From an optimization exercise on the open Yosys and OpenROAD flow, aimed at small area and a short achievable clock period; shortcuts taken in it are not production practice. Function was not checked in any run shown here: the RTL went through the layout flow alone. Power is estimated from default activity; no workload was simulated.

<file path="flow/config.mk">
export PLATFORM = sky130hd
export DESIGN_NAME = TopLevelCPU
export DESIGN_NICKNAME = TopLevelCPU
export VERILOG_FILES = /design/flow/design.v
export SDC_FILE = /design/flow/constraint.sdc
export NUM_CORES = 4
export LEC_CHECK = 0
export CAP_MARGIN = 20
export CORE_MARGIN = 2
export CORE_UTILIZATION = 60
export CTS_CLUSTER_DIAMETER = 100
export CTS_CLUSTER_SIZE = 30
export GPL_TIMING_DRIVEN = 0
export PLACE_DENSITY = 0.7
export SLEW_MARGIN = 20
export SYNTH_HIERARCHICAL = 1
export SYNTH_MINIMUM_KEEP_SIZE = 0
</file>
<file path="flow/constraint.sdc">
create_clock -name core_clock -period 38.0 [get_ports {clk}]
set_input_delay 7.6000 -clock core_clock [delete_from_list [all_inputs] [get_ports {clk}]]
set_output_delay 7.6000 -clock core_clock [all_outputs]
set_load 0.01 [all_outputs]
</file>
<file path="flow/design.v">
module ProgramCounter (
    input wire clk,
    input wire rst,
    input wire load,              
    input wire inc,               
    input wire [15:0] pc_in,
    output reg [15:0] pc_out
);
    always @(posedge clk or posedge rst) begin
        if (rst)
            pc_out <= 16'd0;
        else if (load)
            pc_out <= pc_in;
        else if (inc)
            pc_out <= pc_out + 16'd1;
    end
endmodule
module InstructionRegister (
    input wire clk,
    input wire rst,
    input wire load,
    input wire [15:0] instr_in,
    output reg [15:0] instr_out
);
    wire [15:0] d;
    wire hold = ~load;
    genvar b;
    generate
        for (b = 0; b < 16; b = b + 1) begin : bit_
            HoldMux hm (.ld(load), .hold(hold), .d(instr_in[b]), .q(instr_out[b]), .y(d[b]));
        end
    endgenerate
    always @(posedge clk or posedge rst) begin
        if (rst)
            instr_out <= 16'd0;
        else
            instr_out <= d;
    end
endmodule
module RfReadBit (
    input wire [7:1] sel,
    input wire [7:1] bits,
    output wire out
);
    wire g0, g1;
    Aoi222 u0 (.a0(sel[1]), .b0(bits[1]), .a1(sel[2]), .b1(bits[2]), .a2(sel[3]), .b2(bits[3]), .y(g0));
    Aoi222 u1 (.a0(sel[4]), .b0(bits[4]), .a1(sel[5]), .b1(bits[5]), .a2(sel[6]), .b2(bits[6]), .y(g1));
    assign out = ~(g0 & g1 & ~(sel[7] & bits[7]));
endmodule
module RfDebugBit (
    input wire [7:1] sel,
    input wire [7:1] bits,
    output wire out
);
    wire g0 = ~((sel[1] & bits[1]) | (sel[2] & bits[2]));
    wire g1 = ~((sel[3] & bits[3]) | (sel[4] & bits[4]));
    wire g2 = ~((sel[5] & bits[5]) | (sel[6] & bits[6]));
    wire g3 = ~(sel[7] & bits[7]);
    assign out = ~(g0 & g1 & g2 & g3);
endmodule
module RegisterFile (
    input wire clk,
    input wire we,
    input wire [2:0] raddr1,
    input wire [2:0] raddr2,
    input wire [2:0] waddr,
    input wire [15:0] wdata,
    input wire [2:0] reg_select,
    output wire [15:0] rdata1,
    output wire [15:0] rdata2,
    output wire [15:0] reg_data_selected
);
    reg [15:0] regs [1:7];
    wire [15:0] regs_d [1:7];
    wire [7:0] wsel = {8{we}} & (8'd1 << waddr);
    wire [7:0] rsel1 = 8'd1 << raddr1;
    wire [7:0] rsel2 = 8'd1 << raddr2;
    wire [7:0] dsel = 8'd1 << reg_select;
    genvar w, b;
    generate
        for (w = 1; w < 8; w = w + 1) begin : word
            wire hold = ~wsel[w];
            for (b = 0; b < 16; b = b + 1) begin : bit_
                HoldMux hm (.ld(wsel[w]), .hold(hold), .d(wdata[b]), .q(regs[w][b]), .y(regs_d[w][b]));
            end
        end
        for (b = 0; b < 16; b = b + 1) begin : rbit
            wire [7:1] col;
            for (w = 1; w < 8; w = w + 1) begin : c
                assign col[w] = regs[w][b];
            end
            RfReadBit ra (.sel(rsel1[7:1]), .bits(col), .out(rdata1[b]));
            RfReadBit rb (.sel(rsel2[7:1]), .bits(col), .out(rdata2[b]));
            RfDebugBit rd (.sel(dsel[7:1]), .bits(col), .out(reg_data_selected[b]));
        end
    endgenerate
    integer k;
    always @(posedge clk) begin
        for (k = 1; k < 8; k = k + 1)
            regs[k] <= regs_d[k];
    end
endmodule
module HoldMux (
    input wire ld,
    input wire hold,
    input wire d,
    input wire q,
    output wire y
);
    assign y = (ld & d) | (hold & q);
endmodule
module Aoi222 (
    input wire a0, b0, a1, b1, a2, b2,
    output wire y
);
    assign y = ~((a0 & b0) | (a1 & b1) | (a2 & b2));
endmodule
module Decode6 (
    input wire [5:0] a,
    input wire en,
    output wire [63:0] sel
);
    wire [7:0] lo = {8{en}} & (8'd1 << a[2:0]);
    wire [7:0] hi = 8'd1 << a[5:3];
    genvar k;
    generate
        for (k = 0; k < 64; k = k + 1) begin : g
            assign sel[k] = lo[k % 8] & hi[k / 8];
        end
    endgenerate
endmodule
module RamReadBit (
    input wire [63:0] sel,
    input wire [63:0] bits,
    output wire out
);
    wire [20:0] g;
    genvar i;
    generate
        for (i = 0; i < 21; i = i + 1) begin : t
            Aoi222 u (.a0(sel[3*i]), .b0(bits[3*i]), .a1(sel[3*i+1]), .b1(bits[3*i+1]),
                      .a2(sel[3*i+2]), .b2(bits[3*i+2]), .y(g[i]));
        end
    endgenerate
    assign out = ~(&g) | (sel[63] & bits[63]);
endmodule
module SimpleRAM (
    input wire clk,
    input wire we,
    input wire [5:0] addr,
    input wire [15:0] din,
    input wire prog_we,
    input wire [5:0] prog_addr,
    input wire [15:0] prog_data,
    output wire [15:0] dout
);
    reg [15:0] mem [0:63];
    wire [15:0] mem_d [0:63];
    reg [5:0] raddr;
    wire [5:0] waddr = prog_we ? prog_addr : addr;
    wire [15:0] wdata = prog_we ? prog_data : din;
    wire [63:0] wsel, rsel;
    Decode6 wdec (.a(waddr), .en(prog_we | we), .sel(wsel));
    Decode6 rdec (.a(raddr), .en(1'b1), .sel(rsel));
    genvar w, b;
    generate
        for (w = 0; w < 64; w = w + 1) begin : word
            wire hold = ~wsel[w];
            for (b = 0; b < 16; b = b + 1) begin : bit_
                HoldMux hm (.ld(wsel[w]), .hold(hold), .d(wdata[b]), .q(mem[w][b]), .y(mem_d[w][b]));
            end
        end
        for (b = 0; b < 16; b = b + 1) begin : rbit
            wire [63:0] col;
            for (w = 0; w < 64; w = w + 1) begin : c
                assign col[w] = mem[w][b];
            end
            RamReadBit rb (.sel(rsel), .bits(col), .out(dout[b]));
        end
    endgenerate
    integer k;
    always @(posedge clk) begin
        for (k = 0; k < 64; k = k + 1)
            mem[k] <= mem_d[k];
        raddr <= addr;
    end
endmodule
module SharedMultiplier (
    input wire [15:0] a,
    input wire [7:0] b,
    input wire [10:0] e,
    output wire [18:0] p
);
    wire [18:0] pn;
    assign p = ~pn;
    wire pp_0_0 = ~(a[0] & b[0]);
    wire pp_0_1 = ~(a[1] & b[0]);
    wire pp_0_2 = ~(a[2] & b[0]);
    wire pp_0_3 = ~(a[3] & b[0]);
    wire pp_0_4 = ~(a[4] & b[0]);
    wire pp_0_5 = ~(a[5] & b[0]);
    wire pp_0_6 = ~(a[6] & b[0]);
    wire pp_0_7 = ~(a[7] & b[0]);
    wire pp_0_8 = ~(a[8] & b[0]);
    wire pp_0_9 = ~(a[9] & b[0]);
    wire pp_0_10 = ~(a[10] & b[0]);
    wire pp_0_11 = ~(a[11] & b[0]);
    wire pp_0_12 = ~(a[12] & b[0]);
    wire pp_0_13 = ~(a[13] & b[0]);
    wire pp_0_14 = ~(a[14] & b[0]);
    wire pp_0_15 = ~(a[15] & b[0]);
    wire pp_1_0 = ~(a[0] & b[1]);
    wire pp_1_1 = ~(a[1] & b[1]);
    wire pp_1_2 = ~(a[2] & b[1]);
    wire pp_1_3 = ~(a[3] & b[1]);
    wire pp_1_4 = ~(a[4] & b[1]);
    wire pp_1_5 = ~(a[5] & b[1]);
    wire pp_1_6 = ~(a[6] & b[1]);
    wire pp_1_7 = ~(a[7] & b[1]);
    wire pp_1_8 = ~(a[8] & b[1]);
    wire pp_1_9 = ~(a[9] & b[1]);
    wire pp_1_10 = ~(a[10] & b[1]);
    wire pp_1_11 = ~(a[11] & b[1]);
    wire pp_1_12 = ~(a[12] & b[1]);
    wire pp_1_13 = ~(a[13] & b[1]);
    wire pp_1_14 = ~(a[14] & b[1]);
    wire pp_2_0 = ~(a[0] & b[2]);
    wire pp_2_1 = ~(a[1] & b[2]);
    wire pp_2_2 = ~(a[2] & b[2]);
    wire pp_2_3 = ~(a[3] & b[2]);
    wire pp_2_4 = ~(a[4] & b[2]);
    wire pp_2_5 = ~(a[5] & b[2]);
    wire pp_2_6 = ~(a[6] & b[2]);
    wire pp_2_7 = ~(a[7] & b[2]);
    wire pp_2_8 = ~(a[8] & b[2]);
    wire pp_2_9 = ~(a[9] & b[2]);
    wire pp_2_10 = ~(a[10] & b[2]);
    wire pp_2_11 = ~(a[11] & b[2]);
    wire pp_2_12 = ~(a[12] & b[2]);
    wire pp_2_13 = ~(a[13] & b[2]);
    wire pp_3_0 = ~(a[0] & b[3]);
    wire pp_3_1 = ~(a[1] & b[3]);
    wire pp_3_2 = ~(a[2] & b[3]);
    wire pp_3_3 = ~(a[3] & b[3]);
    wire pp_3_4 = ~(a[4] & b[3]);
    wire pp_3_5 = ~(a[5] & b[3]);
    wire pp_3_6 = ~(a[6] & b[3]);
    wire pp_3_7 = ~(a[7] & b[3]);
    wire pp_3_8 = ~(a[8] & b[3]);
    wire pp_3_9 = ~(a[9] & b[3]);
    wire pp_3_10 = ~(a[10] & b[3]);
    wire pp_3_11 = ~(a[11] & b[3]);
    wire pp_3_12 = ~(a[12] & b[3]);
    wire pp_4_0 = ~(a[0] & b[4]);
    wire pp_4_1 = ~(a[1] & b[4]);
    wire pp_4_2 = ~(a[2] & b[4]);
    wire pp_4_3 = ~(a[3] & b[4]);
    wire pp_4_4 = ~(a[4] & b[4]);
    wire pp_4_5 = ~(a[5] & b[4]);
    wire pp_4_6 = ~(a[6] & b[4]);
    wire pp_4_7 = ~(a[7] & b[4]);
    wire pp_4_8 = ~(a[8] & b[4]);
    wire pp_4_9 = ~(a[9] & b[4]);
    wire pp_4_10 = ~(a[10] & b[4]);
    wire pp_4_11 = ~(a[11] & b[4]);
    wire pp_5_0 = ~(a[0] & b[5]);
    wire pp_5_1 = ~(a[1] & b[5]);
    wire pp_5_2 = ~(a[2] & b[5]);
    wire pp_5_3 = ~(a[3] & b[5]);
    wire pp_5_4 = ~(a[4] & b[5]);
    wire pp_5_5 = ~(a[5] & b[5]);
    wire pp_5_6 = ~(a[6] & b[5]);
    wire pp_5_7 = ~(a[7] & b[5]);
    wire pp_5_8 = ~(a[8] & b[5]);
    wire pp_5_9 = ~(a[9] & b[5]);
    wire pp_5_10 = ~(a[10] & b[5]);
    wire pp_6_0 = ~(a[0] & b[6]);
    wire pp_6_1 = ~(a[1] & b[6]);
    wire pp_6_2 = ~(a[2] & b[6]);
    wire pp_6_3 = ~(a[3] & b[6]);
    wire pp_6_4 = ~(a[4] & b[6]);
    wire pp_6_5 = ~(a[5] & b[6]);
    wire pp_6_6 = ~(a[6] & b[6]);
    wire pp_6_7 = ~(a[7] & b[6]);
    wire pp_6_8 = ~(a[8] & b[6]);
    wire pp_6_9 = ~(a[9] & b[6]);
    wire pp_6_10 = ~(a[10] & b[6]);
    wire pp_7_0 = ~(a[0] & b[7]);
    wire pp_7_1 = ~(a[1] & b[7]);
    wire pp_7_2 = ~(a[2] & b[7]);
    wire pp_7_3 = ~(a[3] & b[7]);
    wire pp_7_4 = ~(a[4] & b[7]);
    wire pp_7_5 = ~(a[5] & b[7]);
    wire pp_7_6 = ~(a[6] & b[7]);
    wire pp_7_7 = ~(a[7] & b[7]);
    wire pp_7_8 = ~(a[8] & b[7]);
    wire pp_7_9 = ~(a[9] & b[7]);
    wire pp_7_10 = ~(a[10] & b[7]);
    wire ex_0 = ~e[0];
    wire ex_1 = ~e[1];
    wire ex_2 = ~e[2];
    wire ex_3 = ~e[3];
    wire ex_4 = ~e[4];
    wire ex_5 = ~e[5];
    wire ex_6 = ~e[6];
    wire ex_7 = ~e[7];
    wire ex_8 = ~e[8];
    wire ex_9 = ~e[9];
    wire ex_10 = ~e[10];
    wire s1, c2;
    FullAdd ha2 (.a(pp_0_5), .b(pp_1_4), .ci(1'b1), .s(s1), .co(c2));
    wire s3, c4;
    FullAdd fa4 (.a(pp_0_6), .b(pp_1_5), .ci(pp_2_4), .s(s3), .co(c4));
    wire s5, c6;
    FullAdd ha6 (.a(pp_3_3), .b(pp_4_2), .ci(1'b1), .s(s5), .co(c6));
    wire s7, c8;
    FullAdd fa8 (.a(pp_0_7), .b(pp_1_6), .ci(pp_2_5), .s(s7), .co(c8));
    wire s9, c10;
    FullAdd fa10 (.a(pp_3_4), .b(pp_4_3), .ci(pp_5_2), .s(s9), .co(c10));
    wire s11, c12;
    FullAdd ha12 (.a(pp_6_1), .b(pp_7_0), .ci(1'b1), .s(s11), .co(c12));
    wire s13, c14;
    FullAdd fa14 (.a(pp_0_8), .b(pp_1_7), .ci(pp_2_6), .s(s13), .co(c14));
    wire s15, c16;
    FullAdd fa16 (.a(pp_3_5), .b(pp_4_4), .ci(pp_5_3), .s(s15), .co(c16));
    wire s17, c18;
    FullAdd fa18 (.a(pp_6_2), .b(pp_7_1), .ci(ex_8), .s(s17), .co(c18));
    wire s19, c20;
    FullAdd fa20 (.a(pp_0_9), .b(pp_1_8), .ci(pp_2_7), .s(s19), .co(c20));
    wire s21, c22;
    FullAdd fa22 (.a(pp_3_6), .b(pp_4_5), .ci(pp_5_4), .s(s21), .co(c22));
    wire s23, c24;
    FullAdd fa24 (.a(pp_6_3), .b(pp_7_2), .ci(ex_9), .s(s23), .co(c24));
    wire s25, c26;
    FullAdd fa26 (.a(pp_0_10), .b(pp_1_9), .ci(pp_2_8), .s(s25), .co(c26));
    wire s27, c28;
    FullAdd fa28 (.a(pp_3_7), .b(pp_4_6), .ci(pp_5_5), .s(s27), .co(c28));
    wire s29, c30;
    FullAdd fa30 (.a(pp_6_4), .b(pp_7_3), .ci(ex_10), .s(s29), .co(c30));
    wire s31, c32;
    FullAdd fa32 (.a(pp_0_11), .b(pp_1_10), .ci(pp_2_9), .s(s31), .co(c32));
    wire s33, c34;
    FullAdd fa34 (.a(pp_3_8), .b(pp_4_7), .ci(pp_5_6), .s(s33), .co(c34));
    wire s35, c36;
    FullAdd ha36 (.a(pp_6_5), .b(pp_7_4), .ci(1'b1), .s(s35), .co(c36));
    wire s37, c38;
    FullAdd fa38 (.a(pp_0_12), .b(pp_1_11), .ci(pp_2_10), .s(s37), .co(c38));
    wire s39, c40;
    FullAdd fa40 (.a(pp_3_9), .b(pp_4_8), .ci(pp_5_7), .s(s39), .co(c40));
    wire s41, c42;
    FullAdd ha42 (.a(pp_6_6), .b(pp_7_5), .ci(1'b1), .s(s41), .co(c42));
    wire s43, c44;
    FullAdd fa44 (.a(pp_0_13), .b(pp_1_12), .ci(pp_2_11), .s(s43), .co(c44));
    wire s45, c46;
    FullAdd fa46 (.a(pp_3_10), .b(pp_4_9), .ci(pp_5_8), .s(s45), .co(c46));
    wire s47, c48;
    FullAdd ha48 (.a(pp_6_7), .b(pp_7_6), .ci(1'b1), .s(s47), .co(c48));
    wire s49, c50;
    FullAdd fa50 (.a(pp_0_14), .b(pp_1_13), .ci(pp_2_12), .s(s49), .co(c50));
    wire s51, c52;
    FullAdd fa52 (.a(pp_3_11), .b(pp_4_10), .ci(pp_5_9), .s(s51), .co(c52));
    wire s53, c54;
    FullAdd ha54 (.a(pp_6_8), .b(pp_7_7), .ci(1'b1), .s(s53), .co(c54));
    wire s55, c56;
    FullAdd fa56 (.a(pp_0_15), .b(pp_1_14), .ci(pp_2_13), .s(s55), .co(c56));
    wire s57, c58;
    FullAdd fa58 (.a(pp_3_12), .b(pp_4_11), .ci(pp_5_10), .s(s57), .co(c58));
    wire s59, c60;
    FullAdd ha60 (.a(pp_6_9), .b(pp_7_8), .ci(1'b1), .s(s59), .co(c60));
    wire s61, c62;
    FullAdd ha62 (.a(pp_0_3), .b(pp_1_2), .ci(1'b1), .s(s61), .co(c62));
    wire s63, c64;
    FullAdd fa64 (.a(pp_0_4), .b(pp_1_3), .ci(pp_2_2), .s(s63), .co(c64));
    wire s65, c66;
    FullAdd ha66 (.a(pp_3_1), .b(pp_4_0), .ci(1'b1), .s(s65), .co(c66));
    wire s67, c68;
    FullAdd fa68 (.a(s1), .b(pp_2_3), .ci(pp_3_2), .s(s67), .co(c68));
    wire s69, c70;
    FullAdd fa70 (.a(pp_4_1), .b(pp_5_0), .ci(ex_5), .s(s69), .co(c70));
    wire s71, c72;
    FullAdd fa72 (.a(c2), .b(s3), .ci(s5), .s(s71), .co(c72));
    wire s73, c74;
    FullAdd fa74 (.a(pp_5_1), .b(pp_6_0), .ci(ex_6), .s(s73), .co(c74));
    wire s75, c76;
    FullAdd fa76 (.a(c4), .b(c6), .ci(s7), .s(s75), .co(c76));
    wire s77, c78;
    FullAdd fa78 (.a(s9), .b(s11), .ci(ex_7), .s(s77), .co(c78));
    wire s79, c80;
    FullAdd fa80 (.a(c8), .b(c10), .ci(c12), .s(s79), .co(c80));
    wire s81, c82;
    FullAdd fa82 (.a(s13), .b(s15), .ci(s17), .s(s81), .co(c82));
    wire s83, c84;
    FullAdd fa84 (.a(c14), .b(c16), .ci(c18), .s(s83), .co(c84));
    wire s85, c86;
    FullAdd fa86 (.a(s19), .b(s21), .ci(s23), .s(s85), .co(c86));
    wire s87, c88;
    FullAdd fa88 (.a(c20), .b(c22), .ci(c24), .s(s87), .co(c88));
    wire s89, c90;
    FullAdd fa90 (.a(s25), .b(s27), .ci(s29), .s(s89), .co(c90));
    wire s91, c92;
    FullAdd fa92 (.a(c26), .b(c28), .ci(c30), .s(s91), .co(c92));
    wire s93, c94;
    FullAdd fa94 (.a(s31), .b(s33), .ci(s35), .s(s93), .co(c94));
    wire s95, c96;
    FullAdd fa96 (.a(c32), .b(c34), .ci(c36), .s(s95), .co(c96));
    wire s97, c98;
    FullAdd fa98 (.a(s37), .b(s39), .ci(s41), .s(s97), .co(c98));
    wire s99, c100;
    FullAdd fa100 (.a(c38), .b(c40), .ci(c42), .s(s99), .co(c100));
    wire s101, c102;
    FullAdd fa102 (.a(s43), .b(s45), .ci(s47), .s(s101), .co(c102));
    wire s103, c104;
    FullAdd fa104 (.a(c44), .b(c46), .ci(c48), .s(s103), .co(c104));
    wire s105, c106;
    FullAdd fa106 (.a(s49), .b(s51), .ci(s53), .s(s105), .co(c106));
    wire s107, c108;
    FullAdd fa108 (.a(c50), .b(c52), .ci(c54), .s(s107), .co(c108));
    wire s109, c110;
    FullAdd fa110 (.a(s55), .b(s57), .ci(s59), .s(s109), .co(c110));
    wire s111, c112;
    FullAdd fa112 (.a(c56), .b(c58), .ci(c60), .s(s111), .co(c112));
    wire s113, c114;
    FullAdd ha114 (.a(pp_6_10), .b(pp_7_9), .ci(1'b1), .s(s113), .co(c114));
    wire s115, c116;
    FullAdd ha116 (.a(pp_0_2), .b(pp_1_1), .ci(1'b1), .s(s115), .co(c116));
    wire s117, c118;
    FullAdd fa118 (.a(s61), .b(pp_2_1), .ci(pp_3_0), .s(s117), .co(c118));
    wire s119, c120;
    FullAdd fa120 (.a(c62), .b(s63), .ci(s65), .s(s119), .co(c120));
    wire s121, c122;
    FullAdd fa122 (.a(c64), .b(c66), .ci(s67), .s(s121), .co(c122));
    wire s123, c124;
    FullAdd fa124 (.a(c68), .b(c70), .ci(s71), .s(s123), .co(c124));
    wire s125, c126;
    FullAdd fa126 (.a(c72), .b(c74), .ci(s75), .s(s125), .co(c126));
    wire s127, c128;
    FullAdd fa128 (.a(c76), .b(c78), .ci(s79), .s(s127), .co(c128));
    wire s129, c130;
    FullAdd fa130 (.a(c80), .b(c82), .ci(s83), .s(s129), .co(c130));
    wire s131, c132;
    FullAdd fa132 (.a(c84), .b(c86), .ci(s87), .s(s131), .co(c132));
    wire s133, c134;
    FullAdd fa134 (.a(c88), .b(c90), .ci(s91), .s(s133), .co(c134));
    wire s135, c136;
    FullAdd fa136 (.a(c92), .b(c94), .ci(s95), .s(s135), .co(c136));
    wire s137, c138;
    FullAdd fa138 (.a(c96), .b(c98), .ci(s99), .s(s137), .co(c138));
    wire s139, c140;
    FullAdd fa140 (.a(c100), .b(c102), .ci(s103), .s(s139), .co(c140));
    wire s141, c142;
    FullAdd fa142 (.a(c104), .b(c106), .ci(s107), .s(s141), .co(c142));
    wire s143, c144;
    FullAdd fa144 (.a(c108), .b(c110), .ci(s111), .s(s143), .co(c144));
    wire s145, c146;
    FullAdd ha146 (.a(c112), .b(c114), .ci(1'b1), .s(s145), .co(c146));
    wire s147, c148;
    FullAdd ha148 (.a(pp_0_1), .b(pp_1_0), .ci(1'b1), .s(s147), .co(c148));
    wire s149, c150;
    FullAdd fa150 (.a(s115), .b(pp_2_0), .ci(ex_2), .s(s149), .co(c150));
    wire s151, c152;
    FullAdd fa152 (.a(c116), .b(s117), .ci(ex_3), .s(s151), .co(c152));
    wire s153, c154;
    FullAdd fa154 (.a(c118), .b(s119), .ci(ex_4), .s(s153), .co(c154));
    wire s155, c156;
    FullAdd fa156 (.a(c120), .b(s121), .ci(s69), .s(s155), .co(c156));
    wire s157, c158;
    FullAdd fa158 (.a(c122), .b(s123), .ci(s73), .s(s157), .co(c158));
    wire s159, c160;
    FullAdd fa160 (.a(c124), .b(s125), .ci(s77), .s(s159), .co(c160));
    wire s161, c162;
    FullAdd fa162 (.a(c126), .b(s127), .ci(s81), .s(s161), .co(c162));
    wire s163, c164;
    FullAdd fa164 (.a(c128), .b(s129), .ci(s85), .s(s163), .co(c164));
    wire s165, c166;
    FullAdd fa166 (.a(c130), .b(s131), .ci(s89), .s(s165), .co(c166));
    wire s167, c168;
    FullAdd fa168 (.a(c132), .b(s133), .ci(s93), .s(s167), .co(c168));
    wire s169, c170;
    FullAdd fa170 (.a(c134), .b(s135), .ci(s97), .s(s169), .co(c170));
    wire s171, c172;
    FullAdd fa172 (.a(c136), .b(s137), .ci(s101), .s(s171), .co(c172));
    wire s173, c174;
    FullAdd fa174 (.a(c138), .b(s139), .ci(s105), .s(s173), .co(c174));
    wire s175, c176;
    FullAdd fa176 (.a(c140), .b(s141), .ci(s109), .s(s175), .co(c176));
    wire s177, c178;
    FullAdd fa178 (.a(c142), .b(s143), .ci(s113), .s(s177), .co(c178));
    wire s179, c180;
    FullAdd fa180 (.a(c144), .b(s145), .ci(pp_7_10), .s(s179), .co(c180));
    wire r181;
    FullAdd ha181 (.a(pp_0_0), .b(ex_0), .ci(1'b1), .s(pn[0]), .co(r181));
    wire r182;
    FullAdd fa182 (.a(s147), .b(ex_1), .ci(r181), .s(pn[1]), .co(r182));
    wire r183;
    FullAdd fa183 (.a(c148), .b(s149), .ci(r182), .s(pn[2]), .co(r183));
    wire r184;
    FullAdd fa184 (.a(c150), .b(s151), .ci(r183), .s(pn[3]), .co(r184));
    wire r185;
    FullAdd fa185 (.a(c152), .b(s153), .ci(r184), .s(pn[4]), .co(r185));
    wire r186;
    FullAdd fa186 (.a(c154), .b(s155), .ci(r185), .s(pn[5]), .co(r186));
    wire r187;
    FullAdd fa187 (.a(c156), .b(s157), .ci(r186), .s(pn[6]), .co(r187));
    wire r188;
    FullAdd fa188 (.a(c158), .b(s159), .ci(r187), .s(pn[7]), .co(r188));
    wire r189;
    FullAdd fa189 (.a(c160), .b(s161), .ci(r188), .s(pn[8]), .co(r189));
    wire r190;
    FullAdd fa190 (.a(c162), .b(s163), .ci(r189), .s(pn[9]), .co(r190));
    wire r191;
    FullAdd fa191 (.a(c164), .b(s165), .ci(r190), .s(pn[10]), .co(r191));
    wire r192;
    FullAdd fa192 (.a(c166), .b(s167), .ci(r191), .s(pn[11]), .co(r192));
    wire r193;
    FullAdd fa193 (.a(c168), .b(s169), .ci(r192), .s(pn[12]), .co(r193));
    wire r194;
    FullAdd fa194 (.a(c170), .b(s171), .ci(r193), .s(pn[13]), .co(r194));
    wire r195;
    FullAdd fa195 (.a(c172), .b(s173), .ci(r194), .s(pn[14]), .co(r195));
    wire r196;
    FullAdd fa196 (.a(c174), .b(s175), .ci(r195), .s(pn[15]), .co(r196));
    wire r197;
    FullAdd fa197 (.a(c176), .b(s177), .ci(r196), .s(pn[16]), .co(r197));
    wire r198;
    FullAdd fa198 (.a(c178), .b(s179), .ci(r197), .s(pn[17]), .co(r198));
    wire r199;
    FullAdd fa199 (.a(c180), .b(c146), .ci(r198), .s(pn[18]), .co(r199));
endmodule
module FullAdd (
    input wire a,
    input wire b,
    input wire ci,
    output wire s,
    output wire co
);
    assign s = a ^ b ^ ci;
    assign co = (a & b) | (a & ci) | (b & ci);
endmodule
module HalfAdd (
    input wire a,
    input wire b,
    output wire s,
    output wire co
);
    assign s = a ^ b;
    assign co = a & b;
endmodule
module IntegerALU (
    input wire [15:0] op1,
    input wire [15:0] op2,
    input wire [2:0] shamt,
    input wire sub,
    input wire sra,
    output wire [15:0] sum,
    output wire [15:0] and_r,
    output wire [15:0] or_r,
    output wire [15:0] xor_r,
    output wire [15:0] shr
);
    RippleAdd #(16) add (.a(op1), .b(op2 ^ {16{sub}}), .ci(sub), .s(sum), .co());
    assign and_r = op1 & op2;
    assign or_r = op1 | op2;
    assign xor_r = op1 ^ op2;
    wire signed [16:0] shr_in = {sra & op1[15], op1};
    wire signed [16:0] shr_out = shr_in >>> shamt;
    assign shr = shr_out[15:0];
endmodule
module RippleAdd #(parameter W = 4) (
    input wire [W-1:0] a,
    input wire [W-1:0] b,
    input wire ci,
    output wire [W-1:0] s,
    output wire co
);
    wire [W:0] c;
    assign c[0] = ci;
    genvar i;
    generate
        for (i = 0; i < W; i = i + 1) begin : fa
            FullAdd u (.a(a[i]), .b(b[i]), .ci(c[i]), .s(s[i]), .co(c[i+1]));
        end
    endgenerate
    assign co = c[W];
endmodule
module FloatingPointALU (
    input wire [15:0] op1,
    input wire [15:0] op2,
    input wire [21:0] mant_mul,    
    output wire [15:0] fadd,
    output wire [15:0] fmul
);
    wire s1 = op1[15];
    wire s2 = op2[15];
    wire big1 = (op1[14:0] >= op2[14:0]);
    wire [4:0] eb = big1 ? op1[14:10] : op2[14:10];
    wire [9:0] fb = big1 ? op1[9:0] : op2[9:0];
    wire [9:0] fs = big1 ? op2[9:0] : op1[9:0];
    wire [4:0] d12, d21;
    RippleAdd #(5) dsub12 (.a(op1[14:10]), .b(~op2[14:10]), .ci(1'b1), .s(d12), .co());
    RippleAdd #(5) dsub21 (.a(op2[14:10]), .b(~op1[14:10]), .ci(1'b1), .s(d21), .co());
    wire [4:0] d = big1 ? d12 : d21;
    wire [10:0] a0 = {1'b1, fs};
    wire [10:0] a1 = d[0] ? {1'b0, a0[10:1]} : a0;
    wire [10:0] a2 = d[1] ? {2'b0, a1[10:2]} : a1;
    wire [10:0] a3 = d[2] ? {4'b0, a2[10:4]} : a2;
    wire [10:0] a4 = d[3] ? {8'b0, a3[10:8]} : a3;
    wire [10:0] msh = d[4] ? 11'd0 : a4;
    wire same = (s1 == s2);
    wire [10:0] addend = same ? msh : ~msh;
    wire [11:0] sum12;
    wire clo;
    wire [5:0] hi0, hi1;
    wire co0, co1;
    RippleAdd #(5) msum_lo (.a(fb[4:0]), .b(addend[4:0]), .ci(~same), .s(sum12[4:0]), .co(clo));
    RippleAdd #(6) msum_h0 (.a({1'b1, fb[9:5]}), .b(addend[10:5]), .ci(1'b0), .s(hi0), .co(co0));
    RippleAdd #(6) msum_h1 (.a({1'b1, fb[9:5]}), .b(addend[10:5]), .ci(1'b1), .s(hi1), .co(co1));
    assign sum12[11:5] = clo ? {co1, hi1} : {co0, hi0};
    wire ovf = same & sum12[11];
    wire [10:0] x0 = ovf ? sum12[11:1] : sum12[10:0];
    wire [4:0] ebm1 = eb - 5'd1;
    wire [4:0] e0 = ovf ? eb : ebm1;
    wire er_zero = ovf ? (eb == 5'd31) : (eb == 5'd0);
    wire x_zero = (x0 == 11'd0);
    wire c8 = (x0[10:3] == 8'd0) && (e0[4] || e0[3]);
    wire [10:0] x1 = c8 ? {x0[2:0], 8'd0} : x0;
    wire [4:0] e1 = c8 ? e0 - 5'd8 : e0;
    wire c4 = (x1[10:7] == 4'd0) && (e1[4] || e1[3] || e1[2]);
    wire [10:0] x2 = c4 ? {x1[6:0], 4'd0} : x1;
    wire [4:0] e2 = c4 ? e1 - 5'd4 : e1;
    wire c2 = (x2[10:9] == 2'd0) && (e2[4:1] != 4'd0);
    wire [10:0] x3 = c2 ? {x2[8:0], 2'd0} : x2;
    wire [4:0] e3 = c2 ? e2 - 5'd2 : e2;
    wire c1 = !x3[10] && (e3 != 5'd0);
    wire [9:0] x4 = c1 ? x3[8:0] << 1 : x3[9:0];
    wire [4:0] e4 = c1 ? e3 - 5'd1 : e3;
    wire [9:0] fadd_m = er_zero ? x0[10:1] : x4;
    wire [4:0] fadd_e = (er_zero || x_zero) ? 5'd0 : e4;
    assign fadd = {big1 ? s1 : s2, fadd_e, fadd_m};
    wire top = mant_mul[21];
    wire [4:0] fmul_e = op1[14:10] + op2[14:10] + 5'd17 + {4'd0, top};
    wire [9:0] fmul_m = top ? mant_mul[20:11] : mant_mul[19:10];
    assign fmul = {s1 ^ s2, fmul_e, fmul_m};
endmodule
module ControlUnit (
    input wire clk,
    input wire rst,
    input wire [3:0] opcode,
    output wire st_fetch,
    output wire st_decode,
    output wire st_exmem,      
    output wire st_wb,
    output wire st_branch
);
    localparam FETCH   = 3'b000,
               DECODE  = 3'b001,
               EXECUTE = 3'b011,
               MEM     = 3'b010,
               WB      = 3'b110,
               BRANCH  = 3'b100;
    reg [2:0] state;
    reg [2:0] next_state;
    wire op_branch = (opcode == 4'b1010) || (opcode == 4'b1110) || (opcode == 4'b1111);
    wire op_mem = (opcode == 4'b1100) || (opcode == 4'b1101);
    always @(posedge clk or posedge rst) begin
        if (rst)
            state <= FETCH;
        else
            state <= next_state;
    end
    always @(*) begin
        case (state)
            FETCH:   next_state = DECODE;
            DECODE:  next_state = op_branch ? BRANCH : EXECUTE;
            EXECUTE: next_state = op_mem ? MEM : WB;
            MEM:     next_state = WB;
            default: next_state = FETCH;
        endcase
    end
    assign st_fetch  = (state == FETCH);
    assign st_decode = (state == DECODE);
    assign st_exmem  = (state == EXECUTE) || (state == MEM);
    assign st_wb     = (state == WB);
    assign st_branch = (state == BRANCH);
endmodule
module TopLevelCPU (
    input wire clk,
    input wire rst,
    input wire mode_run,          
    input wire step,              
    input wire [2:0] reg_select,  
    input wire prog_we,           
    input wire [5:0] prog_addr,
    input wire [15:0] prog_data,
    output wire [15:0] pc_out,
    output wire [15:0] instr_out,
    output wire [15:0] reg_debug
);
    wire [15:0] instr;
    wire [15:0] mem_out;
    wire [3:0] opcode = instr[15:12];
    wire [2:0] rd = instr[11:9];
    wire [2:0] rs = instr[8:6];
    wire [2:0] rt = instr[5:3];
    wire [2:0] imm = instr[2:0];
    wire st_fetch, st_decode, st_exmem, st_wb, st_branch;
    ControlUnit CU (
        .clk(clk),
        .rst(rst),
        .opcode(opcode),
        .st_fetch(st_fetch),
        .st_decode(st_decode),
        .st_exmem(st_exmem),
        .st_wb(st_wb),
        .st_branch(st_branch)
    );
    wire [15:0] op1, op2;
    wire [15:0] write_data;
    wire rf_we = st_wb && (opcode != 4'b1101);
    RegisterFile RF (
        .clk(clk),
        .we(rf_we),
        .raddr1(rs),
        .raddr2(rt),
        .waddr(rd),
        .wdata(write_data),
        .reg_select(reg_select),
        .rdata1(op1),
        .rdata2(op2),
        .reg_data_selected(reg_debug)
    );
    wire [15:0] xor_r;
    wire equal = (xor_r == 16'd0);
    wire pc_load = st_branch && (!opcode[2] || (opcode[0] ? !equal : equal));
    ProgramCounter PC (
        .clk(clk),
        .rst(rst),
        .load(pc_load),
        .inc(st_fetch),
        .pc_in({4'b0000, instr[11:0]}),
        .pc_out(pc_out)
    );
    SimpleRAM RAM (
        .clk(clk),
        .we(st_exmem && opcode == 4'b1101),
        .addr(pc_out[5:0]),
        .din(op2),
        .prog_we(prog_we),
        .prog_addr(prog_addr),
        .prog_data(prog_data),
        .dout(mem_out)
    );
    InstructionRegister IR (
        .clk(clk),
        .rst(rst),
        .load(st_fetch),
        .instr_in(mem_out),
        .instr_out(instr)
    );
    wire op_fmul = (opcode == 4'b1011);
    wire op_sll = (opcode == 4'b0110);
    wire [15:0] mul_a = op_fmul ? {5'd0, 1'b1, op1[9:0]} : op1;
    wire [15:0] mul_b = op_fmul ? {5'd0, 1'b1, op2[9:0]} :
                        op_sll  ? {8'd0, 8'd1 << imm} : op2;
    reg [18:0] mul_acc;
    wire [18:0] mul_arr;
    SharedMultiplier MUL (
        .a(mul_a),
        .b(st_wb ? mul_b[15:8] : mul_b[7:0]),
        .e({11{st_wb}} & mul_acc[18:8]),
        .p(mul_arr)
    );
    always @(posedge clk)
        mul_acc <= mul_arr;
    wire [21:0] prod = {mul_arr[13:0], mul_acc[7:0]};
    wire [15:0] sum, and_r, or_r, shr;
    IntegerALU ALU (
        .op1(op1),
        .op2(op2),
        .shamt(imm),
        .sub(opcode[0]),
        .sra(opcode[3]),
        .sum(sum),
        .and_r(and_r),
        .or_r(or_r),
        .xor_r(xor_r),
        .shr(shr)
    );
    wire [15:0] fadd, fmul;
    FloatingPointALU FPU (
        .op1(op1),
        .op2(op2),
        .mant_mul(prod),
        .fadd(fadd),
        .fmul(fmul)
    );
    reg [15:0] result;
    always @(*) begin
        case (opcode)
            4'b0000, 4'b0001: result = sum;
            4'b0010: result = and_r;
            4'b0011: result = or_r;
            4'b0100: result = xor_r;
            4'b0101, 4'b0110: result = prod[15:0];
            4'b0111, 4'b1000: result = shr;
            4'b1001: result = fadd;
            4'b1011: result = fmul;
            default: result = mem_out;
        endcase
    end
    assign write_data = result;
    assign instr_out = instr;
endmodule
</file>
<file path="flow/flow/run.sh">
#!/bin/bash
# Layout flow: the standard flow (standard.sh, standard synthesis included)
# with two changes to how the layout is made, at the design's clock and
# constraints: the port buffers are buf_4 cells instead of the slow delay
# buffers buffer_ports picks by default, and timing repair aims for a setup
# slack margin so that it also speeds up paths that already meet the clock.
# make's full output goes to run_standard.log; each step's tool output is in
# orfs/logs/.
set -euo pipefail
bash standard.sh \
  "BUFFER_PORTS_ARGS=-buffer_cell sky130_fd_sc_hd__buf_4" \
  "SETUP_SLACK_MARGIN=21.5" \
  finish > run_standard.log 2>&1
</file>
<file path="flow/standard.sh">
#!/bin/bash
# synth_recipe.tcl (not shown) runs the flow's synth.tcl, then flattens the netlist and writes it again
# the make line also repeats each setting of config.mk as NAME=value (left out here)
make -C /OpenROAD-flow-scripts/flow DESIGN_CONFIG=/design/flow/config.mk WORK_HOME=/design/flow/orfs CLKGATE_MAP_FILE= SYNTH_SCRIPT=/design/flow/synth_recipe.tcl "${@:-finish}"
</file>
==> results of run 1 <==
## layer usage
metal | GRT usage, % | wire length [um]
met3 | 9.394 | 24540
met5 | 0 | 13
met4 | 19.01 | 10990
met1 | 57.59 | 76120
met2 | 61.35 | 83510
## area by class of cell
| cell class | instances | area share, % |
|---|---|---|
| tap | 1155 | 2.517 |
| buffer | 129 | 1.286 |
| sequential | 1196 | 42.01 |
| inverter | 193 | 1.262 |
| timing repair buffer | 117 | 2.118 |
| clock buffer | 53 | 2.142 |
| antenna | 4 | 0.01744 |
| multi-input combinational | 3236 | 48.44 |
| clock inverter | 7 | 0.2071 |
## worst max-delay path, stage by stage
cell and delay, ns:
buf_4 0.15, and3b_2 0.58, a22oi_1 0.22, nand3_1 0.19, buf_4 0.15
## per-stage QoR
step                      instance area [um^2]  worst slack, ns  util [%]  instances
after floorplan                          52810            21.53         -       4754
after global placement                   54820            20.04     63.10       5984
after detailed placement                 55700            21.26     64.11       6019
after CTS                                57110            21.56     65.73       6082
after global routing                     57400            21.51     66.06       6086
final                                    57410            21.50     66.07       6090
## Yosys stat by module, one instance, submodules excluded, excerpt
module               flops+latches  cells inside  times used  area (um^2)
Aoi222                           0             1         400        10.01
ControlUnit                      3            17           1        180.2
Decode6                          0            95           2        456.7
FloatingPointALU                 0           488           1         3408
FullAdd                          0             1         152        20.02
HoldMux                          0             1        1152        8.758
InstructionRegister             16            18           1        407.9
IntegerALU                       0           172           1         1279
ProgramCounter                  16           101           1        917.1
RamReadBit                       0             9          16        51.30
RegisterFile                   112           151           1         2591
RfDebugBit                       0             4          16        30.03
RfReadBit                        0             2          32        8.758
SharedMultiplier                 0           154           1        623.1
SimpleRAM                     1030          1120           1        21140
TopLevelCPU                     19           346           1         2547
## registers in the layout (all words and copies together) (netlist names)
| signal | count |
|---|---|
| RAM.raddr | 6 |
| CU.state | 3 |
| RF.regs | 112 |
| IR.instr_out | 16 |
| mul_acc | 19 |
| PC.pc_out | 16 |
| RAM.mem | 1024 |
## synth_stat cells (all sizes together) (29+ instances only)
cell type	number
o22ai	29
clkbuf	54
nor4	34
mux2i	49
inv	193
o21ai	80
ha	59
mux2	66
buf	75
nand3	91
fa	153
a222oi	417
nand4	80
a22o	1155
nand2	270
a22oi	69
dfxtp	1161
a21oi	54
dfrtp	35
xnor2	32
a211oi	31
nor2	203
## cell families (layout without fill, tap and decap cells)
logic type | count (synthesis) | after routing
AO/OA/AOI/OAI | 1975 | 1975
XOR/XNOR | 55 | 55
adder cells (fa/ha/maj) | 212 | 212
buffers and inverters | 322 | 499
flip-flops | 1196 | 1196
multiplexers | 117 | 117
other | 5 | 30
AND/OR/NAND/NOR | 851 | 851
## placed cells by master, fill, tap and decap left out, types with 64 or more instances in the layout
master       n
fa_1       153
nand4_1     79
nor2_1      82
a22oi_1     64
a22o_1    1155
nand2_1    269
a222oi_1   417
o21ai_0     71
nor2_2     120
dfxtp_1   1161
inv_1      188
nand3_1     76
buf_4       98
## how the worst max path moves through the flow
stage | startpoint | end | slack [ns] | cells past startpoint
finish | reg_select[0] | reg_debug[0] | 21.50 | 5
global route | reg_select[2] | reg_debug[2] | 21.51 | 5
CTS | reg_select[0] | reg_debug[10] | 21.56 | 6
detailed placement | reg_select[1] | reg_debug[10] | 21.26 | 5
global placement | reg_select[0] | reg_debug[5] | 20.04 | 5
floorplan | reg_select[0] | reg_debug[0] | 21.53 | 3
## what timing repair did
action                                  in CTS  in global routing
pin swaps                                    3                  1
endpoints found under the setup margin      16                 29
setup buffers                                3                  0
resized for setup                            5                 19
## report_power, final
group / switching [mW] / internal (mW)
combinational: 0.752 / 0.483
sequential: 0.184 / 1.52
clock: 0.407 / 0.239
==> out/metrics.yaml, run 1 <==
grt_pass1_wl_um: 283500
async_flop_share_pct: 2.926
critPathKind: "in2out"
dpl.hpwl_um: 131100
worst-endpoint-required_ns: 30.40
synth_top_flop_cell: "dfxtp_1"
avgSynthCellArea_um2: 11.14
fin_tns_setup_ns: 0
cts-htree-levels: 2
status: "complete, no violations"
rr_startpoint: "IR.instr_out[8]"
irDropWorstVdd_uv: 48.36
portBuffers: 75
drc_errors: 0
period_share_pct: 43.42
path_clk_slew_ns: 0.11
synth-compound-area-share_pct: 32.56
hold_ws_ns: 0.4802
grt_usage_pct: 41.40
die_h_um: 300.4
layout.nets: 5162
ant_nets: 0
end_kind: "output pin"
synthSimpleGateAreaFrac_pct: 8.227
vias: 46379
p_per_area_nw_per_um2: 62.39
synth_top_family_by_area: "compound AO/OA/AOI/OAI gates"
hold_path.startpoint: "RAM.mem[57][3]"
grt_max_degree: 51
worstMarginPinSlew_ns: 1.238
rsz0062_at_grt: "false"
fmax_ghz: 0.06061
finalSetupViolCount: 0
first_iter_violations: 7909
crit_arrival_ns: 8.90
startpoint_type: "primary input"
holdPathEnd: "RAM.mem[57][3]"
synth_top_cell_by_area: "dfxtp_1"
drive_gt1_share_pct: 10.77
start_util_pct: 60.68
cts_tree: "done"
grt_pass1_vias: 43016
area_growth_pct: 8.880
hold_violations: 0
synth_top_area_share_pct: 44.08
relSlewSlack_pct: 16.71
synth_warnings: 16
drv_slew: 0
finClkSkew_ns: 0.03502
die_w_um: 300.4
rr_endpoint: "RF.regs[4][9]"
synthAdderAreaFrac_pct: 7.209
r2r_cells: 49
insertion_delay_ns: 0.68
synth.area.top_cells: "dfxtp_1, a22o_1, a222oi_1"
ys_types: 105
muxShareOfSynthArea_pct: 2.530
seqCellArea_um2: 24120
leakagePower_nw: 21.63
multiInputGateArea_um2: 27810
clockBufferDepth: 3
ios: 78
totalWireLength_um: 195200
syn_inst: 4733
std_cell_rows: 108
drv_cap: 0
wl_per_cell_um: 32.05
period_needed_ns: 16.50
routabilityCongestion: 1.004
synth_xor_area_share_pct: 0.9279
worst-path-max-fanout: 16
cts_hold_buf: 0
reg2reg_slack_ns: 22.02
fp.coreArea_um2: 86890
first_pass_iters: 15
synth_edf_count: 0
numCtsBuffers: 47
grt-ovfl-total: 0
cts_root_buf: "clkbuf_16"
num-fill-cells: 6752
cts_sinks: 1196
hold_class: "reg2reg"
antenna_found_initial: 2
synth_seq_area_share_pct: 45.74
dieArea_um2: 90260
hold_depth: 1
p_total_mw: 3.581
vias_per_cell: 7.616
syn_area_um2: 52730
synth-seq-cells: 1196
==> run 2, diff against run 1 <==
--- a/flow/flow/run.sh
+++ b/flow/flow/run.sh
@@ -10,4 +10,4 @@
 bash standard.sh \
   "BUFFER_PORTS_ARGS=-buffer_cell sky130_fd_sc_hd__buf_4" \
-  "SETUP_SLACK_MARGIN=21.5" \
+  "SETUP_SLACK_MARGIN=22" \
   finish > run_standard.log 2>&1
--- a/flow/config.mk
+++ b/flow/config.mk
@@ -8,9 +8,8 @@
 export CAP_MARGIN = 20
 export CORE_MARGIN = 2
-export CORE_UTILIZATION = 60
+export CORE_UTILIZATION = 70
 export CTS_CLUSTER_DIAMETER = 100
 export CTS_CLUSTER_SIZE = 30
-export GPL_TIMING_DRIVEN = 0
-export PLACE_DENSITY = 0.7
+export PLACE_DENSITY = 0.78
 export SLEW_MARGIN = 20
 export SYNTH_HIERARCHICAL = 1
==> run 2 against run 1 <==
Against the previous run: sequential share of layout area increased by 0.24 points; core utilization increased by 11 points; clock power decreased by 2%; clock skew up 0.0062 ns; still clean on timing, DRC and antenna; sequential power barely moved; global-route usage is 4.1 points higher; via count is 0.55% higher; register-to-register slack improved by 0.59 ns; maximum frequency up 0.36%; count of clock-buffer cells in the layout unchanged; die area shrank 14%; sequential cell count stayed put.
==> out/metrics.yaml, run 2 <==
portBuffers: 75  # unchanged
fin_tns_setup_ns: 0  # unchanged
grt_pass1_wl_um: 272500  # was 283500 um
worst-path-max-fanout: 16  # unchanged
drv_cap: 0  # unchanged
rsz0062_at_grt: "true"  # was false
switching_share_pct: 37.01  # was 37.48%
avgSynthCellArea_um2: 11.14  # unchanged
crit_arrival_ns: 8.84  # was 8.90 ns
cts-htree-levels: 2  # unchanged
worst-endpoint-required_ns: 30.40  # about the same
r2r_cells: 49  # unchanged
fmax_ghz: 0.06082  # was 0.06061 GHz
p_int_mw: 2.212  # was 2.239 mW
wl_per_cell_um: 30.81  # was 32.05 um
finalSetupViolCount: 0  # unchanged
cts_root_buf: "clkbuf_16"  # unchanged
hold_class: "reg2reg"  # unchanged
largest_register_ffs: 1024  # unchanged
routabilityCongestion: 0.9897  # was 1.004
largest_register: "RAM.mem"  # unchanged
synth_warnings: 16  # unchanged
crit_start: "reg_select[1]"  # was reg_select[0]
hold_violations: 0  # unchanged
dieArea_um2: 77530  # was 90260 um^2
grt-ovfl-total: 0  # unchanged
grt_max_degree: 65  # was 51
grt_usage_pct: 45.46  # was 41.40%
irDropWorstVdd_uv: 62.03  # was 48.36 uV
final_cell_mix: "dfxtp_1, a22o_1, a222oi_1, nand2_1, buf_4"  # was dfxtp_1, a22o_1, a222oi_1, nand2_1, inv_1
ant_nets: 0  # unchanged
path_clk_slew_ns: 0.08  # was 0.11 ns
start_util_pct: 70.82  # was 60.68%
num-fill-cells: 5179  # was 6752
drive_gt1_share_pct: 9.911  # was 10.77%
synth_top_area_share_pct: 44.08  # unchanged
leakagePower_nw: 21.87  # was 21.63 nW
synth_edf_count: 0  # unchanged
relSlewSlack_pct: 11.26  # was 16.71%
p_per_area_nw_per_um2: 61.52  # was 62.39 nW/um^2
vias_per_cell: 7.859  # was 7.616
seqPwrFrac_pct: 48.5  # was 47.5%
fp.coreArea_um2: 74450  # was 86890 um^2
synth_top_cell_by_area: "dfxtp_1"  # unchanged
p_switching_mw: 1.300  # was 1.343 mW
vias: 46636  # was 46379
async_flop_share_pct: 2.926  # unchanged
die_w_um: 278.5  # was 300.4 um
drv_slew: 0  # unchanged
rr_endpoint: "RF.regs[1][10]"  # was RF.regs[4][9]
insertion_delay_ns: 0.68  # about the same
end_kind: "output pin"  # unchanged
layout_commonest_cell: "dfxtp_1"  # unchanged
area_growth_pct: 8.282  # was 8.880%
std_cell_rows: 100  # was 108
cp-endpoint: "reg_debug[12]"  # was reg_debug[0]
pwr-share-comb_pct: 33.4  # was 34.5%
cts_tree: "done"  # unchanged
layout.nets: 5195  # was 5162
totalWireLength_um: 182800  # was 195200 um
worstMarginPinSlew_ns: 1.319  # was 1.238 ns
synth_commonest_cells: "dfxtp_1, a22o_1, a222oi_1"  # unchanged
reg2reg_slack_ns: 22.61  # was 22.02 ns
synth-seq-cells: 1196  # unchanged
period_needed_ns: 16.44  # was 16.50 ns
ys_types: 105  # unchanged
critPathKind: "in2out"  # unchanged
dpl.hpwl_um: 115600  # was 131100 um
cts_hold_buf: 0  # unchanged
finClkSkew_ns: 0.04122  # was 0.03502 ns
die_h_um: 278.5  # was 300.4 um
rr_startpoint: "IR.instr_out[5]"  # was IR.instr_out[8]
cts_sinks: 1196  # unchanged
largestRegisters: "RAM.mem (1024), RF.regs (112), mul_acc (19)"  # unchanged
period_share_pct: 43.27  # was 43.42%
hold_ws_ns: 0.4780  # was 0.4802 ns
drc_errors: 0  # unchanged
pwr-share-clk_pct: 18.1  # was 18.0%
synth_most_common_cell: "dfxtp_1"  # unchanged
startpoint_type: "primary input"  # unchanged
synth_top_flop_cell: "dfxtp_1"  # unchanged
status: "complete, no violations"  # unchanged
first_iter_violations: 9282  # was 7909
numCtsBuffers: 47  # unchanged
ios: 78  # unchanged
synth_seq_area_share_pct: 45.74  # unchanged
clockBufferDepth: 3  # unchanged
grt_pass1_vias: 43607  # was 43016
syn_inst: 4733  # unchanged
syn_area_um2: 52730  # unchanged
synth.area.top_cells: "dfxtp_1, a22o_1, a222oi_1"  # unchanged
antenna_found_initial: 2  # unchanged
first_pass_iters: 14  # was 15
-- run 2: cell counts after synthesis --
No cell type changed its count.
-- run 2: logic make-up after synthesis --
logic type,count (synthesis),share of synthesized area (%)
compound gates,1975,32.56
xor+xnor,55,0.9279
fa+ha+maj,212,7.209
buf+inv,322,2.765
flops,1196,45.74
mux,117,2.530
other cells,5,0.03560
simple gates,851,8.227
-- run 2: per-layer routing --
layer  vias up  part of all wire [%]  wire length, um  global-route usage (%)
met5         -                0.0071               13                       0
met4         2                   5.9            10820                   22.90
met3       601                    15            27700                   13.57
met2      3611                    41            75120                   63.60
met1     22682                    38            69170                   63.80
li1      19740                     -                -                       -
-- run 2: worst max-delay path, stage by stage --
cell and delay, ns:
buf_4 0.15, and3b_2 0.38, a22oi_1 0.29, nand3_2 0.21
buf_6 0.19
-- run 2: modules after synthesis, one instance, submodules excluded, a selection --
module	cell area [um^2]	flops+latches
SimpleRAM	21140	1030
RegisterFile	2591	112
ControlUnit	180.2	3
SharedMultiplier	623.1	0
RfDebugBit	30.03	0
FloatingPointALU	3408	0
FullAdd	20.02	0
HoldMux	8.758	0
-- run 2: repair_timing --
item | CTS | global route
setup buffers | 8 | 0
endpoints found under the setup margin | 16 | 72
cloned | 2 | 0
resized for setup | 18 | 13
pin swaps | 32 | 15
-- run 2: worst min path at each step --
| stage | from | end | slack (ns) | cells past startpoint |
|---|---|---|---|---|
| floorplan | RAM.mem[0][0] | RAM.mem[0][0] | 0.44 | 1 |
| global placement | RAM.mem[30][13] | RAM.mem[30][13] | 0.45 | 1 |
| detailed placement | RAM.mem[54][2] | RAM.mem[54][2] | 0.45 | 1 |
| CTS | RAM.mem[48][6] | RAM.mem[48][6] | 0.48 | 1 |
| global route | RAM.mem[48][10] | RAM.mem[48][10] | 0.49 | 1 |
| finish | RAM.mem[48][6] | RAM.mem[48][6] | 0.48 | 1 |
-- run 2: stage by stage --
stage	utilization [%]	cells	total power [mW]	worst slack (ns)	cell area [um^2]
global route	76.69	5933	3.635	21.57	57090
global placement	74.40	5856	2.794	21.24	55390
floorplan	-	4754	2.483	22.07	52840
detailed placement	74.41	5857	2.829	21.25	55390
finish	76.69	5934	3.512	21.56	57090
CTS	76.49	5927	3.444	21.60	56940
-- run 2: final cells by class --
type | count | area (um^2) | share of cell area, %
diodes | 1 | 2.502 | 0.004383
clock buffers | 53 | 1199 | 2.099
clock inverters | 7 | 140.1 | 0.2455
inverters | 193 | 724.4 | 1.269
multi-input cells | 3236 | 27470 | 48.12
flip-flops and latches | 1196 | 24120 | 42.25
well taps | 969 | 1212 | 2.124
repair buffers | 279 | 2218 | 3.886
-- run 2: power by group through the flow --
stage / registers (mW) / clock network (mW) / logic [mW]
after CTS: 1.69 / 0.629 / 1.12
after detailed placement: 1.72 / 0 / 1.11
after floorplan: 1.66 / 0 / 0.821
after global routing: 1.73 / 0.672 / 1.23
after global placement: 1.71 / 0 / 1.09
final: 1.70 / 0.636 / 1.17

re-timing with driven ports:
In the flow no input, the clock included, has a driving cell. The finished layouts below were timed again as built, in two steps. Step 1, drivers: a clkbuf_16 drives clk and a buf_2 each remaining input, both assumed. Step 2 moves the port delays by t, midway between the first and last clock arrival at a register: inputs arrive t later, outputs are due t later. That takes back most of the time a late clock gives input paths. Three values: ideal, step 1, step 2; two values: the first two.
run	shift t [ns]	slack for setup (ns)	hold WS [ns]	slew at the worst register clock pin (ns)
run 1	0.738	21.500 / 21.470 / 21.470	0.480 / 0.480 / 0.480	0.12 / 0.12
run 2	0.738	21.559 / 21.510 / 21.510	0.478 / 0.478 / 0.478	0.12 / 0.12
After both steps setup and hold are still met in every run listed. For run 2, which loses most, drivers alone change the setup slack by -0.049 ns; drivers and shift together by -0.049 ns.
